Source: an optimization exercise on an open RTL-to-GDS flow (aim: small area). Production flows keep margins and buffers that such runs may drop. In this exercise RTL edits were held to simulation tests only and were not proved equivalent to the original. No driver is modelled on the clock port, so clock power and skew are understated where the tree is cut down; a real chip needs a root buffer or a tree. Power and IR drop assume default switching activity.

// calculator
module calculator(line, column, flag, out, first, second, third, clk_in, rst);
Size: about 41 flip-flops.
make LEC_CHECK=0 ABC_AREA=1 CAP_MARGIN=20 CORE_MARGIN=2 CORE_UTILIZATION=40 SLEW_MARGIN=20 finish   # period 15.0 ns
run.sh (not shown) runs the stock make flow with config.mk's settings and CLKGATE_MAP_FILE= SYNTH_SCRIPT=/design/flow/synth_recipe.tcl, a recipe that flattens the netlist after the stock synthesis.
Change:
==> flow/flow/run.sh (new file) <==
#!/bin/bash
# Own layout flow: the standard synthesis, then its combinational logic
# mapped again with a stronger ABC script (the registers, their cells and
# names are kept as the standard synthesis made them), then the standard
# layout with the ports buffered by buf_1 cells.
set -euo pipefail
W=$PWD
R=$W/orfs/results/$FLOW_PLATFORM/calculator/base
bash standard.sh $R/1_2_yosys.v > $W/std_synth.log 2>&1
cp $R/1_2_yosys.v $W/std_1_2_yosys.v
bash flow/resynth.sh $W/std_1_2_yosys.v $W/resynth_1_2_yosys.v > $W/resynth.log 2>&1
cp $W/resynth_1_2_yosys.v $R/1_2_yosys.v
bash standard.sh finish "BUFFER_PORTS_ARGS=-buffer_cell sky130_fd_sc_hd__buf_1" > $W/finish.log 2>&1
==> flow/flow/resynth.sh (new file) <==
#!/bin/bash
# resynth.sh IN.v OUT.v: map the combinational logic of a mapped netlist
# again; the flip-flop cells stay as they are (black boxes).
set -euo pipefail
LIB=$FLOW_HOME/platforms/sky130hd/lib/sky130_fd_sc_hd__tt_025C_1v80.lib
IN=$1; OUT=$2
S="+strash;&get,-n;&deepsyn,-T,60;&dch,-f;&nf,-R,1000;&put;topo"
FFS=$(grep -o "sky130_fd_sc_hd__e*df[a-z0-9_]*" $IN | sort -u | tr '\n' ' ')
DU="-dont_use *lpflow* -dont_use *probe* -dont_use *clkdlybuf* -dont_use *dlygate* -dont_use *dlymetal* -dont_use *clkbuf* -dont_use *clkinv* -dont_use sky130_fd_sc_hd__buf_*"
yosys -p "read_liberty -ignore_miss_func $LIB; blackbox $FFS; read_verilog $IN; hierarchy -top $FLOW_TOP; flatten; delete t:\$scopeinfo; opt -purge; abc -liberty $LIB $DU -script $S; opt_clean -purge; rename -hide w:*.*; opt_clean -purge; hilomap -singleton -hicell sky130_fd_sc_hd__conb_1 HI -locell sky130_fd_sc_hd__conb_1 LO; opt_clean -purge; splitnets; opt_clean -purge; read_liberty -lib $LIB; stat -liberty $LIB; write_verilog -noattr -noexpr -nohex -nodec $OUT"
==> flow/standard.sh (new file) <==
#!/bin/bash
# synth_recipe.tcl (not shown) runs the flow's synth.tcl, then flattens the netlist and writes it again
# the make line also repeats each setting of config.mk as NAME=value (left out here)
make -C /OpenROAD-flow-scripts/flow DESIGN_CONFIG=/design/flow/config.mk WORK_HOME=/design/flow/orfs CLKGATE_MAP_FILE= SYNTH_SCRIPT=/design/flow/synth_recipe.tcl "${@:-finish}"
Settings changed: CTS_BUF_LIST from default to sky130_fd_sc_hd__clkbuf_4.
removed: flow/run.sh
=>
- The new run completed without violations
- die area falls by a quarter to a third
- non-clock buffer count rises by 1
- wire length falls by about a fifth
- maximum frequency falls by a quarter to a third
- core utilization falls by 1.2 points
- via count falls by a quarter to a third
- count of clock-buffer cells in the layout falls by 1

harbor:
The RTL this note starts from:
==> flow/design.v <==
module keyboard (line, column, flag, out, clk, rst, tick, key_pressed);
input  clk;
input  rst;
input  tick;
output [3:0] line;
input [3:0] column;
output flag;
output [4:0] out;
output key_pressed;
reg [2:0] fs;
reg [3:0] code;
reg [1:0] i;
wire hit = |column;
wire started = |fs;
assign flag = fs[2] | fs[1];
assign key_pressed = ~fs[2] & fs[1];
assign out = {1'b0, code};
assign line = started ? (4'b0001 << i) : 4'b0000;
always @(posedge clk) begin
    if (rst) begin
        fs <= 3'b000;
        code <= 4'd0;
        i <= 2'd0;
    end else if (tick) begin
        i <= i + 2'd1;
        if (hit) begin
            code[1:0] <= i;
            code[3:2] <= column[0] ? 2'd0 : column[1] ? 2'd1 : column[2] ? 2'd2 : 2'd3;
            fs <= flag ? 3'b100 : 3'b010;
        end else if (fs[2])
            fs <= (fs == 3'b111) ? 3'b001 : fs + 3'd1;
        else if (fs[1])
            fs <= 3'b101;
        else
            fs <= 3'b001;
    end
end
endmodule
module dd_add3(input [3:0] x, output [3:0] y);
assign y[0] = (~x[0]&x[1]&x[2]) | (~x[0]&x[3]) | (x[0]&~x[2]&~x[3]);
assign y[1] = (x[0]&x[1]) | (x[1]&~x[2]) | (~x[0]&x[3]);
assign y[2] = (~x[0]&~x[1]&x[2]) | (x[0]&x[3]);
assign y[3] = (x[0]&x[2]) | (x[1]&x[2]) | x[3];
endmodule
module seg7(input [3:0] d, output [6:0] s);
assign s[0] = d[1] | (~d[0]&~d[2]) | (d[0]&d[2]) | d[3];
assign s[1] = (~d[0]&~d[1]) | (d[0]&d[1]) | ~d[2];
assign s[2] = d[0] | ~d[1] | d[2];
assign s[3] = (~d[0]&d[1]) | (~d[0]&~d[2]) | (d[1]&~d[2]) | (d[0]&~d[1]&d[2]) | d[3];
assign s[4] = ~(d[0] | (~d[1]&d[2]));
assign s[5] = (~d[0]&~d[1]) | (~d[0]&d[2]) | (~d[1]&d[2]) | d[3];
assign s[6] = ~((d[0]&d[1]&d[2]) | (~d[1]&~d[2]&~d[3]));
endmodule
module display_controller(num, first, second, third);
input logic [9:0] num;
output logic [6:0] first;
output logic [6:0] second;
output logic [6:0] third;
wire [3:0] o1, o2, o3, o4, o5, o6, o7;
wire [3:0] p1, p2, p3, p4, p5, p6, p7;
dd_add3 a1({1'b0, num[9:7]}, o1);
dd_add3 a2({o1[2:0], num[6]}, o2);
dd_add3 a3({o2[2:0], num[5]}, o3);
dd_add3 a4({o3[2:0], num[4]}, o4);
dd_add3 a5({o4[2:0], num[3]}, o5);
dd_add3 a6({o5[2:0], num[2]}, o6);
dd_add3 a7({o6[2:0], num[1]}, o7);
wire [3:0] ones = {o7[2:0], num[0]};
wire [3:0] t1, t2, t3, t4;
dd_add3 b1({1'b0, o1[3], o2[3], o3[3]}, t1);
dd_add3 b2({t1[2:0], o4[3]}, t2);
dd_add3 b3({t2[2:0], o5[3]}, t3);
dd_add3 b4({t3[2:0], o6[3]}, t4);
wire [3:0] tens = {t4[2:0], o7[3]};
wire [3:0] h1;
dd_add3 c1({1'b0, t1[3], t2[3], t3[3]}, h1);
wire [3:0] hund = {h1[2:0], t4[3]};
seg7 u0(ones, first);
seg7 u1(tens, second);
seg7 u2(hund, third);
endmodule
module calculator(line, column, flag, out, first, second, third, clk_in, rst);
output [3:0] line;
input [3:0]column;
output flag;
output [4:0] out;
output logic [6:0] first;
output logic [6:0] second;
output logic [6:0] third;
input logic clk_in;
input logic rst;
logic [9:0] num;
logic [9:0] answ;
display_controller display(num, first, second, third);
localparam [1:0] FIRST_NUM = 2'd0, SECOND_NUM = 2'd1, EQUAL = 2'd2;
logic [1:0] state;
logic [9:0] clk_counter;
wire low_zero = ~|clk_counter[8:0];
logic tick;
assign tick = low_zero & ~clk_counter[9];
always @(posedge clk_in)
    if (rst)
        clk_counter <= 10'b1000010000;
    else
        clk_counter <= {clk_counter[8:0], clk_counter[9] ^ clk_counter[6] ^ low_zero};
logic key_pressed;
keyboard board(line, column, flag, out, clk_in, rst, tick, key_pressed);
wire [3:0] k = out[3:0];
wire is_plus = (k == 4'd3);
wire is_eq = (k == 4'd7);
wire is_digit = ~((k[0] & k[1]) | (~k[0] & k[2] & k[3]));
wire d0 = (~k[0] & ~k[2]) | (k[0] & k[2] & ~k[3]);
wire [1:0] ep;
assign ep[0] = k[1] | (k[0] & ~k[2]) | (~k[0] & k[3]);
assign ep[1] = (k[2] & ~k[3]) | (~k[2] & k[3]);
wire e4 = k[3] & ~k[2] & (k[0] | k[1]);
wire [9:0] add_a = is_eq ? answ : {num[7:0], ep};
wire add_c = ~is_eq & e4;
logic [9:0] sum;
always @* begin : adder
    reg c;
    integer n;
    c = add_c;
    for (n = 0; n < 10; n = n + 1) begin
        sum[n] = add_a[n] ^ num[n] ^ c;
        c = (add_a[n] & num[n]) | (c & (add_a[n] ^ num[n]));
    end
end
wire [9:0] num_d = {sum[8:0], d0};
wire upd = tick & key_pressed;
wire go_second = upd & (state == FIRST_NUM) & is_plus;    
wire go_equal = upd & (state == SECOND_NUM) & is_eq;      
wire go_first = upd & (state == EQUAL);                   
wire do_digit = upd & ~state[1] & is_digit;               
always @(posedge clk_in)
    if (rst | go_first)
        state <= FIRST_NUM;
    else if (go_second)
        state <= SECOND_NUM;
    else if (go_equal)
        state <= EQUAL;
wire num_en = rst | go_second | go_equal | go_first | do_digit;
wire [9:0] num_next = (rst | go_second | go_first) ? 10'd0 : go_equal ? sum : num_d;
always @(posedge clk_in)
    if (num_en)
        num <= num_next;
always @(posedge clk_in)
    if (tick && key_pressed && state == FIRST_NUM && is_plus)
        answ <= num;
endmodule
==> flow/config.mk <==
export PLATFORM = sky130hd
export DESIGN_NAME = calculator
export DESIGN_NICKNAME = calculator
export VERILOG_FILES = /design/flow/design.v
export SDC_FILE = /design/flow/constraint.sdc
export NUM_CORES = 4
export LEC_CHECK = 0
export ABC_AREA = 1
export CAP_MARGIN = 20
export CORE_MARGIN = 2
export CORE_UTILIZATION = 40
export SLEW_MARGIN = 20
==> flow/constraint.sdc <==
create_clock -name core_clock -period 15.0 [get_ports {clk_in}]
set_input_delay 3.0000 -clock core_clock [delete_from_list [all_inputs] [get_ports {clk_in}]]
set_output_delay 3.0000 -clock core_clock [all_outputs]
set_load 0.01 [all_outputs]
standard.sh (not shown) runs the stock make flow with config.mk's settings and CLKGATE_MAP_FILE= SYNTH_SCRIPT=/design/flow/synth_recipe.tcl, a recipe that flattens the netlist after the stock synthesis.
==> flow/flow/run.sh <==
#!/bin/bash
# Own layout flow: the standard synthesis, then its combinational logic
# mapped again with a stronger ABC script (the registers, their cells and
# names are kept as the standard synthesis made them), then the standard
# layout with the ports buffered by buf_1 cells.
set -euo pipefail
W=$PWD
R=$W/orfs/results/$FLOW_PLATFORM/calculator/base
bash standard.sh $R/1_2_yosys.v > $W/std_synth.log 2>&1
cp $R/1_2_yosys.v $W/std_1_2_yosys.v
bash flow/resynth.sh $W/std_1_2_yosys.v $W/resynth_1_2_yosys.v > $W/resynth.log 2>&1
cp $W/resynth_1_2_yosys.v $R/1_2_yosys.v
bash standard.sh finish "BUFFER_PORTS_ARGS=-buffer_cell sky130_fd_sc_hd__buf_1" > $W/finish.log 2>&1
Other scripts of this flow, unchanged in this note and not shown: flow/flow/resynth.sh
diff inputs: harbor => violet
- GPL_TIMING_DRIVEN newly set to 0
==> flow/flow/run.sh <==
#!/bin/bash
# Own layout flow: the standard synthesis, then its combinational logic
# mapped again with stronger ABC scripts (the registers, their cells and
# names are kept as the standard synthesis made them), then the standard
# layout with the ports buffered by buf_1 cells and a clock tree built from
# one cluster of sinks without dummy loads.
set -euo pipefail
W=$PWD
R=$W/orfs/results/$FLOW_PLATFORM/calculator/base
bash standard.sh $R/1_2_yosys.v > $W/std_synth.log 2>&1
cp $R/1_2_yosys.v $W/std_1_2_yosys.v
bash flow/resynth.sh $W/std_1_2_yosys.v $W/resynth_1_2_yosys.v > $W/resynth.log 2>&1
cp $W/resynth_1_2_yosys.v $R/1_2_yosys.v
CTS="-sink_clustering_enable -repair_clock_nets -dont_use_dummy_load $(cat flow/cts_args.txt)"
bash standard.sh finish "BUFFER_PORTS_ARGS=-buffer_cell sky130_fd_sc_hd__buf_1" "CTS_ARGS=$CTS" > $W/finish.log 2>&1
==> flow/flow/cts_args.txt (new file) <==
-buf_list sky130_fd_sc_hd__clkbuf_8 -sink_clustering_size 50 -sink_clustering_max_diameter 500
## What came out
Looking at wire length, violet sits below harbor.
Cmp harbor and violet / register share of the cell area / lower: harbor
Vias: violet fewer than harbor
violet completed every stage of the flow, and the final layout passed the timing, DRC and antenna checks.
harbor → violet: utilization lower, final area lower.
#### Input delta (umber over violet)
- CTS_BUF_LIST: unset -> sky130_fd_sc_hd__clkbuf_4 sky130_fd_sc_hd__clkbuf_8
- GPL_TIMING_DRIVEN: 0 -> unset
==> flow/flow/run.sh <==
#!/bin/bash
# Own layout flow: the standard synthesis, then its combinational logic
# mapped again with a stronger ABC script (the registers, their cells and
# names are kept as the standard synthesis made them), then the standard
# layout with the ports buffered by buf_1 cells.
set -euo pipefail
W=$PWD
R=$W/orfs/results/$FLOW_PLATFORM/calculator/base
bash standard.sh $R/1_2_yosys.v > $W/std_synth.log 2>&1
cp $R/1_2_yosys.v $W/std_1_2_yosys.v
bash flow/resynth.sh $W/std_1_2_yosys.v $W/resynth_1_2_yosys.v > $W/resynth.log 2>&1
cp $W/resynth_1_2_yosys.v $R/1_2_yosys.v
bash standard.sh finish "BUFFER_PORTS_ARGS=-buffer_cell sky130_fd_sc_hd__buf_1" > $W/finish.log 2>&1
removed: flow/flow/cts_args.txt
## What came out
Portion of the layout cell area used by non-clock buffers essentially unchanged between umber and violet. Looking at total met3 wirelength after detailed routing, umber sits 23% below violet. Going from violet to umber, the wire length of the first global-routing pass was found to have gone down by 0.67%. Per the comparison of umber with violet, total of fill cells in the finished design rose 19; total routed wirelength now larger; area of the core saw little to no change; final cycle utilization of the critical path lost 1.1 points. Per the comparison of umber with violet, final area higher, power after layout higher, sequential share of layout area moved down.

## quartz
RTL: the design.v shown in full above, as it stands there.
==> flow/config.mk <==
export PLATFORM = sky130hd
export DESIGN_NAME = calculator
export DESIGN_NICKNAME = calculator
export VERILOG_FILES = /design/flow/design.v
export SDC_FILE = /design/flow/constraint.sdc
export NUM_CORES = 4
export LEC_CHECK = 0
export ABC_AREA = 1
export CAP_MARGIN = 0
export CORE_MARGIN = 2
export CORE_UTILIZATION = 40
export GPL_TIMING_DRIVEN = 0
export SLEW_MARGIN = 0
==> flow/constraint.sdc <==
create_clock -name core_clock -period 15.0 [get_ports {clk_in}]
set_input_delay 3.0000 -clock core_clock [delete_from_list [all_inputs] [get_ports {clk_in}]]
set_output_delay 3.0000 -clock core_clock [all_outputs]
set_load 0.01 [all_outputs]
==> flow/flow/run.sh <==
#!/bin/bash
# Own layout flow: the standard synthesis, then its combinational logic
# mapped again with stronger ABC scripts (the registers, their cells and
# names are kept as the standard synthesis made them), then the standard
# layout with the ports buffered by buf_1 cells and the clock sinks driven
# from one root clock buffer (flow/post_cts.tcl).
set -euo pipefail
W=$PWD
R=$W/orfs/results/$FLOW_PLATFORM/calculator/base
bash standard.sh $R/1_2_yosys.v > $W/std_synth.log 2>&1
cp $R/1_2_yosys.v $W/std_1_2_yosys.v
bash flow/resynth.sh $W/std_1_2_yosys.v $W/resynth_1_2_yosys.v > $W/resynth.log 2>&1
cp $W/resynth_1_2_yosys.v $R/1_2_yosys.v
CTS="-sink_clustering_enable -repair_clock_nets -dont_use_dummy_load $(cat flow/cts_args.txt)"
bash standard.sh finish "BUFFER_PORTS_ARGS=-buffer_cell sky130_fd_sc_hd__buf_1" "CTS_ARGS=$CTS" "POST_CTS_TCL=$W/flow/post_cts.tcl" > $W/finish.log 2>&1
Other scripts of this flow, unchanged in this note and not shown: flow/flow/cts_args.txt, flow/flow/post_cts.tcl, flow/flow/resynth.sh
Relative to quartz, the following input files were edited for indigo:
Settings: a change of CAP_MARGIN from 0 to 20; a change of SLEW_MARGIN from 0 to 20.
### Flow results
For worst hold slack, quartz and indigo come out practically identical. Compared to quartz, indigo shows a narrower setup margin. Compared with quartz, indigo shows a lower met2 layer usage reported by global route. quartz and indigo ended up with nearly the same maximum frequency from static timing analysis. In indigo, post-route minimum period is higher than in quartz. Summary of indigo over quartz: final core utilization held; via total after detailed routing -about 0.7%. Route | indigo vs quartz | wire shorter in indigo.
In every run of this note, the design's own scripts or RTL, not TritonCTS, make the clock network.

==> port drivers added, routing unchanged <==
The results above use ideal ports. As a check the final layouts listed here were re-extracted and re-timed, cells and wires unchanged.
Step 1, drivers: a clkbuf_16 drives clk_in and a buf_2 each remaining input, both assumed.
Step 2 also shifts input and output timing later by t, the mid clock arrival at the registers, as if the neighbouring blocks saw the same clock.
Three values: no drivers, after step 1, after step 2; two values: the first two.
run	t, ns	setup WS [ns]	worst hold slack (ns)	slew at the worst register clock pin (ns)
the first run of note 1	0.330	8.289 / 8.258 / 8.588	0.421 / 0.421 / 0.421	0.09 / 0.09
the second run of note 1	0.361	5.732 / 5.708 / 6.070	0.459 / 0.459 / 0.459	0.12 / 0.12
harbor	0.321	4.889 / 4.861 / 5.182	0.446 / 0.446 / 0.446	0.08 / 0.08
violet	0.309	4.724 / 4.698 / 5.007	0.443 / 0.443 / 0.443	0.08 / 0.08
umber	0.321	4.889 / 4.861 / 5.182	0.446 / 0.446 / 0.446	0.08 / 0.08
quartz	0.191	5.600 / 5.554 / 5.745	0.449 / 0.449 / 0.449	0.09 / 0.09
indigo	0.185	5.572 / 5.531 / 5.716	0.448 / 0.448 / 0.448	0.09 / 0.09
After both steps setup and hold are still met in every run listed.
